Context: an optimization exercise on an open-source flow, tuned for small area, a short achievable clock period and few clock cycles. The choices shown serve that exercise and are no tape-out recipe. No run shown here included a check of the RTL's function; only the layout flow was run.

## flow/design.v (module list and top-level ports; edited modules follow where they fit)
// module viterbi_top: 1839 lines
module viterbi_top #(
    parameter N = 8,    
    parameter I = 3,    
    parameter K = 3,    
    parameter W = 16    
)(
    input                      clk,
    input                      rst_n,
    input                      start,
    input  [2:0]               length,
    input  [1:0]               obs_in,
    input                      obs_valid,
    input  signed [W-1:0]      logA_0,  logA_1,  logA_2,
    input  signed [W-1:0]      logA_3,  logA_4,  logA_5,
    input  signed [W-1:0]      logA_6,  logA_7,  logA_8,
    input  signed [W-1:0]      logC_0,  logC_1,  logC_2,
    input  signed [W-1:0]      logB_0,  logB_1,  logB_2,
    input  signed [W-1:0]      logB_3,  logB_4,  logB_5,
    input  signed [W-1:0]      logB_6,  logB_7,  logB_8,
    output [1:0]               path_0,
    output [1:0]               path_1,
    output [1:0]               path_2,
    output [1:0]               path_3,
    output [1:0]               path_4,
    output [1:0]               path_5,
    output [1:0]               path_6,
    output [1:0]               path_7,
    output reg                 done
);
  // ...
==> flow/flow/run.sh <==
#!/bin/bash
# Standard layout, with plain buffers on the ports and timing repair aimed
# below the clock period.
set -euo pipefail
bash standard.sh \
  "BUFFER_PORTS_ARGS=-buffer_cell sky130_fd_sc_hd__buf_2" \
  SETUP_SLACK_MARGIN=6.5 \
  finish > standard.log 2>&1
==> flow/standard.sh <==
#!/bin/bash
# synth_recipe.tcl (not shown) runs the flow's synth.tcl, then flattens the netlist and writes it again
# the make line also repeats each setting of config.mk as NAME=value (left out here)
make -C /OpenROAD-flow-scripts/flow DESIGN_CONFIG=/design/flow/config.mk WORK_HOME=/design/flow/orfs CLKGATE_MAP_FILE= SYNTH_SCRIPT=/design/flow/synth_recipe.tcl "${@:-finish}"
==> flow/config.mk <==
export PLATFORM = sky130hd
export DESIGN_NAME = viterbi_top
export DESIGN_NICKNAME = viterbi_top
export VERILOG_FILES = /design/flow/design.v
export SDC_FILE = /design/flow/constraint.sdc
export NUM_CORES = 4
export LEC_CHECK = 0
export ABC_AREA = 1
export CAP_MARGIN = 20
export CORE_MARGIN = 2
export CORE_UTILIZATION = 40
export SLEW_MARGIN = 20
==> flow/constraint.sdc <==
create_clock -name core_clock -period 12.0 [get_ports {clk}]
set_input_delay 2.4000 -clock core_clock [delete_from_list [all_inputs] [get_ports {clk}]]
set_output_delay 2.4000 -clock core_clock [all_outputs]
set_load 0.01 [all_outputs]
==> results.json, run 1 <==
{
  "cts_hold_buf": 0,
  "ys_async_sr_fraction": 0.0526,
  "seq_cells": 95,
  "syn_area_per_cell_sq_um": 6.15,
  "post_cts_buffers": 161,
  "cts_buffers": 9,
  "place.port_buffers": 361,
  "startpoint_type": "input port",
  "n_all_inverters": 571,
  "slew_headroom": 0.357,
  "timing.rr.start": "busy",
  "path_cells": "buf_6, nand2_4, nand2_2, ha_2, inv_2, fa_2, nor2_2, nand4_1, nand2_4, fa_2, inv_2, o22ai_1, a31oi_1, nand3_1, nand2_1, nor2_1, nor2_2, nor2_4, nand2_8, buf_6, nand3_4, buf_12, nand3_4, nand3_2",
  "multi_input_area_sq_um": 19600,
  "firstDrtPassIters": 6,
  "syn-cell-area_sq_um": 22200,
  "ff2ff_setup_slack_ns": 6.53,
  "largest_cell_class": "multi-input gates",
  "drt_iter0_markers": 2618,
  "seqCellArea_sq_um": 2830,
  "dp_hpwl_um": 68000,
  "wl_met2_um": 43700,
  "n_tap_cell": 748,
  "met3_length_um": 8970,
  "diodes": 2,
  "yosysMostFrequentCell": "nand2_1",
  "dieWidth_um": 239,
  "status": "complete, no violations",
  "synth-edff-count": 90
}
==> run 2, diff against run 1 <==
--- a/flow/design.v
+++ b/flow/design.v
@@ -55,21 +55,19 @@
   reg signed [W-1:0] e_0, e_1, e_2;
   always @(*) begin
     case (obs_in)
       2'd1:    begin e_0 = logB_1; e_1 = logB_4; e_2 = logB_7; end
       2'd2:    begin e_0 = logB_2; e_1 = logB_5; e_2 = logB_8; end
       default: begin e_0 = logB_0; e_1 = logB_3; e_2 = logB_6; end
     endcase
   end
-  wire [15:0] a00 = busy ? logA_0 : logC_0;
-  wire [15:0] d00 = busy ? delta_0 : 16'd0;
   wire [15:0] c00;
-  wire [15:0] c00_p = d00 ^ a00;
-  wire [15:0] c00_g = d00 & a00;
+  wire [15:0] c00_p = delta_0 ^ logA_0;
+  wire [15:0] c00_g = delta_0 & logA_0;
   wire c00_G0_1 = c00_g[1] | (c00_p[1] & c00_g[0]);
   wire c00_P0_1 = c00_p[1] & c00_p[0];
   wire c00_G0_3 = c00_g[3] | (c00_p[3] & c00_g[2]);
   wire c00_P0_3 = c00_p[3] & c00_p[2];
   wire c00_G0_5 = c00_g[5] | (c00_p[5] & c00_g[4]);
   wire c00_P0_5 = c00_p[5] & c00_p[4];
   wire c00_G0_7 = c00_g[7] | (c00_p[7] & c00_g[6]);
   wire c00_P0_7 = c00_p[7] & c00_p[6];
@@ -132,21 +130,19 @@
   assign c00[8] = c00_p[8] ^ c00_G2_7;
   assign c00[9] = c00_p[9] ^ c00_G3_8;
   assign c00[10] = c00_p[10] ^ c00_G3_9;
   assign c00[11] = c00_p[11] ^ c00_G3_10;
   assign c00[12] = c00_p[12] ^ c00_G3_11;
   assign c00[13] = c00_p[13] ^ c00_G3_12;
   assign c00[14] = c00_p[14] ^ c00_G3_13;
   assign c00[15] = c00_p[15] ^ c00_G3_14;
-  wire [15:0] a01 = busy ? logA_1 : logC_1;
-  wire [15:0] d01 = busy ? delta_0 : 16'd0;
   wire [15:0] c01;
-  wire [15:0] c01_p = d01 ^ a01;
-  wire [15:0] c01_g = d01 & a01;
+  wire [15:0] c01_p = delta_0 ^ logA_1;
+  wire [15:0] c01_g = delta_0 & logA_1;
   wire c01_G0_1 = c01_g[1] | (c01_p[1] & c01_g[0]);
   wire c01_P0_1 = c01_p[1] & c01_p[0];
   wire c01_G0_3 = c01_g[3] | (c01_p[3] & c01_g[2]);
   wire c01_P0_3 = c01_p[3] & c01_p[2];
   wire c01_G0_5 = c01_g[5] | (c01_p[5] & c01_g[4]);
   wire c01_P0_5 = c01_p[5] & c01_p[4];
   wire c01_G0_7 = c01_g[7] | (c01_p[7] & c01_g[6]);
   wire c01_P0_7 = c01_p[7] & c01_p[6];
@@ -209,21 +205,19 @@
   assign c01[8] = c01_p[8] ^ c01_G2_7;
   assign c01[9] = c01_p[9] ^ c01_G3_8;
   assign c01[10] = c01_p[10] ^ c01_G3_9;
   assign c01[11] = c01_p[11] ^ c01_G3_10;
   assign c01[12] = c01_p[12] ^ c01_G3_11;
   assign c01[13] = c01_p[13] ^ c01_G3_12;
   assign c01[14] = c01_p[14] ^ c01_G3_13;
   assign c01[15] = c01_p[15] ^ c01_G3_14;
-  wire [15:0] a02 = busy ? logA_2 : logC_2;
-  wire [15:0] d02 = busy ? delta_0 : 16'd0;
   wire [15:0] c02;
-  wire [15:0] c02_p = d02 ^ a02;
-  wire [15:0] c02_g = d02 & a02;
+  wire [15:0] c02_p = delta_0 ^ logA_2;
+  wire [15:0] c02_g = delta_0 & logA_2;
   wire c02_G0_1 = c02_g[1] | (c02_p[1] & c02_g[0]);
   wire c02_P0_1 = c02_p[1] & c02_p[0];
   wire c02_G0_3 = c02_g[3] | (c02_p[3] & c02_g[2]);
   wire c02_P0_3 = c02_p[3] & c02_p[2];
   wire c02_G0_5 = c02_g[5] | (c02_p[5] & c02_g[4]);
   wire c02_P0_5 = c02_p[5] & c02_p[4];
   wire c02_G0_7 = c02_g[7] | (c02_p[7] & c02_g[6]);
   wire c02_P0_7 = c02_p[7] & c02_p[6];
@@ -834,19 +828,20 @@
   wire g21_0_g2_0 = g21_0_g1_2 | (g21_0_p1_2 & g21_0_g1_0);
   wire g21_0_p2_0 = g21_0_p1_2 & g21_0_p1_0;
   wire g21_0_g2_2 = g21_0_g1_6 | (g21_0_p1_6 & g21_0_g1_4);
   wire g21_0_p2_2 = g21_0_p1_6 & g21_0_p1_4;
   wire g21_0_g3_0 = g21_0_g2_2 | (g21_0_p2_2 & g21_0_g2_0);
   wire g21_0 = g21_0_g3_0;
   wire s2_0 = busy & (g10_0 ? g21_0 : g20_0);
   wire s1_0 = busy & g10_0 & ~g21_0;
+  wire [15:0] u00 = busy ? c00 : logC_0;
   wire [15:0] t00;
-  wire [15:0] t00_p = c00 ^ e_0;
-  wire [15:0] t00_g = c00 & e_0;
+  wire [15:0] t00_p = u00 ^ e_0;
+  wire [15:0] t00_g = u00 & e_0;
   wire t00_G0_1 = t00_g[1] | (t00_p[1] & t00_g[0]);
   wire t00_P0_1 = t00_p[1] & t00_p[0];
   wire t00_G0_3 = t00_g[3] | (t00_p[3] & t00_g[2]);
   wire t00_P0_3 = t00_p[3] & t00_p[2];
   wire t00_G0_5 = t00_g[5] | (t00_p[5] & t00_g[4]);
   wire t00_P0_5 = t00_p[5] & t00_p[4];
   wire t00_G0_7 = t00_g[7] | (t00_p[7] & t00_g[6]);
   wire t00_P0_7 = t00_p[7] & t00_p[6];
@@ -1158,19 +1153,20 @@
   wire g21_1_g2_0 = g21_1_g1_2 | (g21_1_p1_2 & g21_1_g1_0);
   wire g21_1_p2_0 = g21_1_p1_2 & g21_1_p1_0;
   wire g21_1_g2_2 = g21_1_g1_6 | (g21_1_p1_6 & g21_1_g1_4);
   wire g21_1_p2_2 = g21_1_p1_6 & g21_1_p1_4;
   wire g21_1_g3_0 = g21_1_g2_2 | (g21_1_p2_2 & g21_1_g2_0);
   wire g21_1 = g21_1_g3_0;
   wire s2_1 = busy & (g10_1 ? g21_1 : g20_1);
   wire s1_1 = busy & g10_1 & ~g21_1;
+  wire [15:0] u01 = busy ? c01 : logC_1;
   wire [15:0] t01;
-  wire [15:0] t01_p = c01 ^ e_1;
-  wire [15:0] t01_g = c01 & e_1;
+  wire [15:0] t01_p = u01 ^ e_1;
+  wire [15:0] t01_g = u01 & e_1;
   wire t01_G0_1 = t01_g[1] | (t01_p[1] & t01_g[0]);
   wire t01_P0_1 = t01_p[1] & t01_p[0];
   wire t01_G0_3 = t01_g[3] | (t01_p[3] & t01_g[2]);
   wire t01_P0_3 = t01_p[3] & t01_p[2];
   wire t01_G0_5 = t01_g[5] | (t01_p[5] & t01_g[4]);
   wire t01_P0_5 = t01_p[5] & t01_p[4];
   wire t01_G0_7 = t01_g[7] | (t01_p[7] & t01_g[6]);
   wire t01_P0_7 = t01_p[7] & t01_p[6];
@@ -1482,19 +1478,20 @@
   wire g21_2_g2_0 = g21_2_g1_2 | (g21_2_p1_2 & g21_2_g1_0);
   wire g21_2_p2_0 = g21_2_p1_2 & g21_2_p1_0;
   wire g21_2_g2_2 = g21_2_g1_6 | (g21_2_p1_6 & g21_2_g1_4);
   wire g21_2_p2_2 = g21_2_p1_6 & g21_2_p1_4;
   wire g21_2_g3_0 = g21_2_g2_2 | (g21_2_p2_2 & g21_2_g2_0);
   wire g21_2 = g21_2_g3_0;
   wire s2_2 = busy & (g10_2 ? g21_2 : g20_2);
   wire s1_2 = busy & g10_2 & ~g21_2;
+  wire [15:0] u02 = busy ? c02 : logC_2;
   wire [15:0] t02;
-  wire [15:0] t02_p = c02 ^ e_2;
-  wire [15:0] t02_g = c02 & e_2;
+  wire [15:0] t02_p = u02 ^ e_2;
+  wire [15:0] t02_g = u02 & e_2;
   wire t02_G0_1 = t02_g[1] | (t02_p[1] & t02_g[0]);
   wire t02_P0_1 = t02_p[1] & t02_p[0];
   wire t02_G0_3 = t02_g[3] | (t02_p[3] & t02_g[2]);
   wire t02_P0_3 = t02_p[3] & t02_p[2];
   wire t02_G0_5 = t02_g[5] | (t02_p[5] & t02_g[4]);
   wire t02_P0_5 = t02_p[5] & t02_p[4];
   wire t02_G0_7 = t02_g[7] | (t02_p[7] & t02_g[6]);
   wire t02_P0_7 = t02_p[7] & t02_p[6];
==> flow/flow/run.sh (replaced) <==
#!/bin/bash
# The standard layout (standard.sh), with plain buffers on the ports and
# timing repair aimed below the clock period.
set -euo pipefail
bash standard.sh \
  "BUFFER_PORTS_ARGS=-buffer_cell sky130_fd_sc_hd__buf_2" \
  SETUP_SLACK_MARGIN=6.5  \
  finish > standard.log 2>&1
==> results.json, run 2 <==
{
  "status": "complete, no violations",
  "dieWidth_um": 238,
  "reg_top3": "delta_0: 16 flops, delta_1: 16 flops, delta_2: 16 flops",
  "ys_warn_count": 1,
  "io_pins": 362,
  "cts_buffers": 9,
  "fp.dieArea_sq_um": 56900,
  "synth.largest_area_cell": "nand2_1",
  "gr-usage-met2": 0.505,
  "dp_hpwl_um": 67400,
  "core_sq_um": 54100,
  "n_fill_cell": 5335,
  "synth_cell_types": 56,
  "synth-seq-cells": 95,
  "num_vias": 26000,
  "setup_viol": 0,
  "area_delta_synth_final_pct": 35.8,
  "busiest_layer": "met2",
  "insertion_delay_ns": 0.39,
  "hold_viol_final": 0,
  "path_clk_slew_ns": 0.08,
  "layout_common_cells": "nand2_1 (1,013), inv_1 (483), buf_2 (353)",
  "path_cells": "buf_8, ha_4, inv_2, fa_2, nand3b_1, nand2_2, inv_2, fa_2, xor2_4, buf_4, buf_4, o21ai_2, nor2_2, nor2_2, nor2_2, nor2_4, buf_4, nand2_2, nand3_4, buf_12, clkinv_16, buf_4, nand2_1, o21ai_1",
  "cp_num_buf_inv": 9,
  "vias_per_cell": 5.40,
  "clockBufferDepth": 2,
  "syn_area_per_cell_sq_um": 6.20,
  "grt_pass1_vias": 22800,
  "ys_seq_area_frac": 0.129,
  "cts.sinks": 95,
  "grt_antenna_before_repair": 2,
  "firstDrtPassIters": 6,
  "critPathKind": "in -> reg",
  "h-tree-depth": 3,
  "cp.depth": 24,
  "wl_um": 95000,
  "cts_hold_buf": 0,
  "start_util": 0.406,
  "drive_gt1_frac": 0.285,
  "synth_top_area_frac": 0.189,
  "seqCellArea_sq_um": 2830,
  "finalInstanceArea_sq_um": 29900,
  "grt_util_all_layers": 0.313,
  "synth-edff-count": 90,
  "yosys-top-cells-area": "nand2_1 (19%), ha_1 (14%), edfxtp_1 (12%)",
  "slew_violations": 0,
  "yosysMostFrequentCell": "nand2_1",
  "antenna_left": 0,
  "cp_common_cell": "buf_4",
  "cts_tree": "built",
  "cp.required_ns": 12.15,
  "die_h_um": 238,
  "ys.flop_type": "edfxtp_1",
  "tns_ns": 0,
  "final_common_cell": "nand2_1",
  "multi_input_area_sq_um": 18900,
  "synth.top_cells.by_count": "nand2_1 (1,105), inv_1 (548), nor2_1 (266)",
  "place.port_buffers": 361,
  "min_path_cells": 1,
  "grt_overflow": 0,
  "slew_headroom": 0.302,
  "cts-root-buf": "clkbuf_16",
  "grt_max_degree": 56,
  "cpLargestDelayFamily": "simple AND/OR/NAND/NOR gates",
  "drc": 0,
  "drv_cap": 0,
  "slowest_stage": "fa_2",
  "finalNetCount": 4780,
  "ys_async_sr_fraction": 0.0526,
  "fin_crit_sh": 0.476,
  "reg2regPathDepth": 21,
  "grt_first_pass_wirelength_um": 135000,
  "syn-cell-area_sq_um": 22000,
  "period_needed_ns": 5.71,
  "drt_iter0_markers": 2668,
  "max_slew.worst_pin.slew_ns": 1.04,
  "synthCells": 3546,
  "wl_per_cell_um": 19.7,
  "post_dp_cell_area_sq_um": 24700,
  "slowest_delay_ns": 0.39,
  "hp-class": "reg -> reg",
  "crit_path_end_kind": "flip-flop",
  "fin_worst_skew_ns": 0.0117,
  "rows": 85,
  "path_max_fanout": 8,
  "use_met1": 0.432,
  "syn_nets": 4217,
  "clock.fmax_mhz": 175,
  "startpoint_type": "input port",
  "gp_congestion": 0.952,
  "critPathArrivalTime_ns": 5.86,
  "rsz0062_at_grt": "yes",
  "use_met3": 0.0339
}
[run 2: cell types whose count changed after synthesis, sizes merged, moves of 8 or more]
cell	delta
xnor2	+8
a21oi	+8
nand4	-30
nor2	+16
nand2	-100
nor3	+9
nand3	-36
o21ai	+58
xor2	+9
[run 2: layer usage]
| layer | vias to the layer above | share of wire |
|---|---|---|
| met5 | - | 0 |
| met4 | 0 | 0.044 |
| met3 | 185 | 0.088 |
| met2 | 1258 | 0.44 |
| met1 | 11900 | 0.43 |
| li1 | 12700 | - |
[run 2: per-stage QoR]
step | hold WS, ns | setup slack, ns | util | std cells
floorplan | 0.530 | 6.23 | - | 3546
global placement | 0.474 | 4.70 | 0.456 | 4541
detailed placement | 0.478 | 5.02 | 0.456 | 4541
CTS | 0.497 | 6.43 | 0.508 | 4709
global route | 0.523 | 6.11 | 0.552 | 4811
finish | 0.496 | 6.29 | 0.552 | 4813
[run 2: repair_timing]
| action | CTS | global route |
|---|---|---|
| setup buffers | 130 | 89 |
| pin swaps | 86 | 150 |
| cloned | 22 | 12 |
| endpoints found under the setup margin | 106 | 104 |
| gates resized for setup | 232 | 392 |
[run 2: worst paths after layout]
check / endpoint / from / slack (ns)
min in group asynchronous: cnt[1] / rst_n / 1.81
worst max register to register: delta_1[14] / busy / 7.60
max in group asynchronous: busy / rst_n / 10.03
worst min-delay path: done / done / 0.50
worst max-delay path: delta_2[4] / logA_5[0] / 6.29
worst min register to register: done / done / 0.50
[run 2: area by class of cell]
cell class | count | share of cell area
Clock buffer | 9 | 0.00754
Tap cell | 696 | 0.0292
Sequential cell | 95 | 0.0947
Inverter | 575 | 0.0764
Multi-Input combinational cell | 2816 | 0.632
Timing Repair inverter | 5 | 0.00214
Antenna cell | 3 | 0.000251
Timing Repair Buffer | 607 | 0.154
Clock inverter | 7 | 0.00327
[run 2: logic make-up after synthesis]
kind of cell,count (synthesis),synth area share
AO/OA/AOI/OAI,583,0.153
XOR/XNOR,135,0.0541
adder cells (fa/ha/maj),328,0.211
buffers and inverters,648,0.117
flip-flops,95,0.129
AND/OR/NAND/NOR,1757,0.337

port drivers added, routing unchanged:
Ports are ideal in the flow. The routed layouts listed here were re-timed in OpenROAD.
Step 1 sets driving cells, clkbuf_16 on the clock port and buf_2 on the other inputs (assumed; they add their load-dependent delay and slew).
Step 2 adds t to the input delays and takes it off the output delays; t is the mean of the earliest and latest rising clock arrival at the registers after step 1. Input paths then give back, and output paths get back, about the clock's delay inside the block.
Slacks: no drivers / after step 1 / after step 2; pairs: no drivers / after step 1.
| run | shift t [ns] | setup WS [ns] | hold slack, ns | latest minus earliest clock arrival (ns) | worst slew at a driven data input, ns |
|---|---|---|---|---|---|
| run 1 | 0.441 | 6.221 / 6.221 / 5.781 | 0.495 / 0.495 / 0.495 | 0.020 / 0.019 | 0.06 |
| run 2 | 0.450 | 6.294 / 6.306 / 5.856 | 0.496 / 0.496 / 0.496 | 0.012 / 0.012 | 0.08 |
After both steps every run listed still meets setup and hold. The setup slack of run 1, which loses most, moves by 0.000 ns with the drivers and by -0.440 ns with both steps.
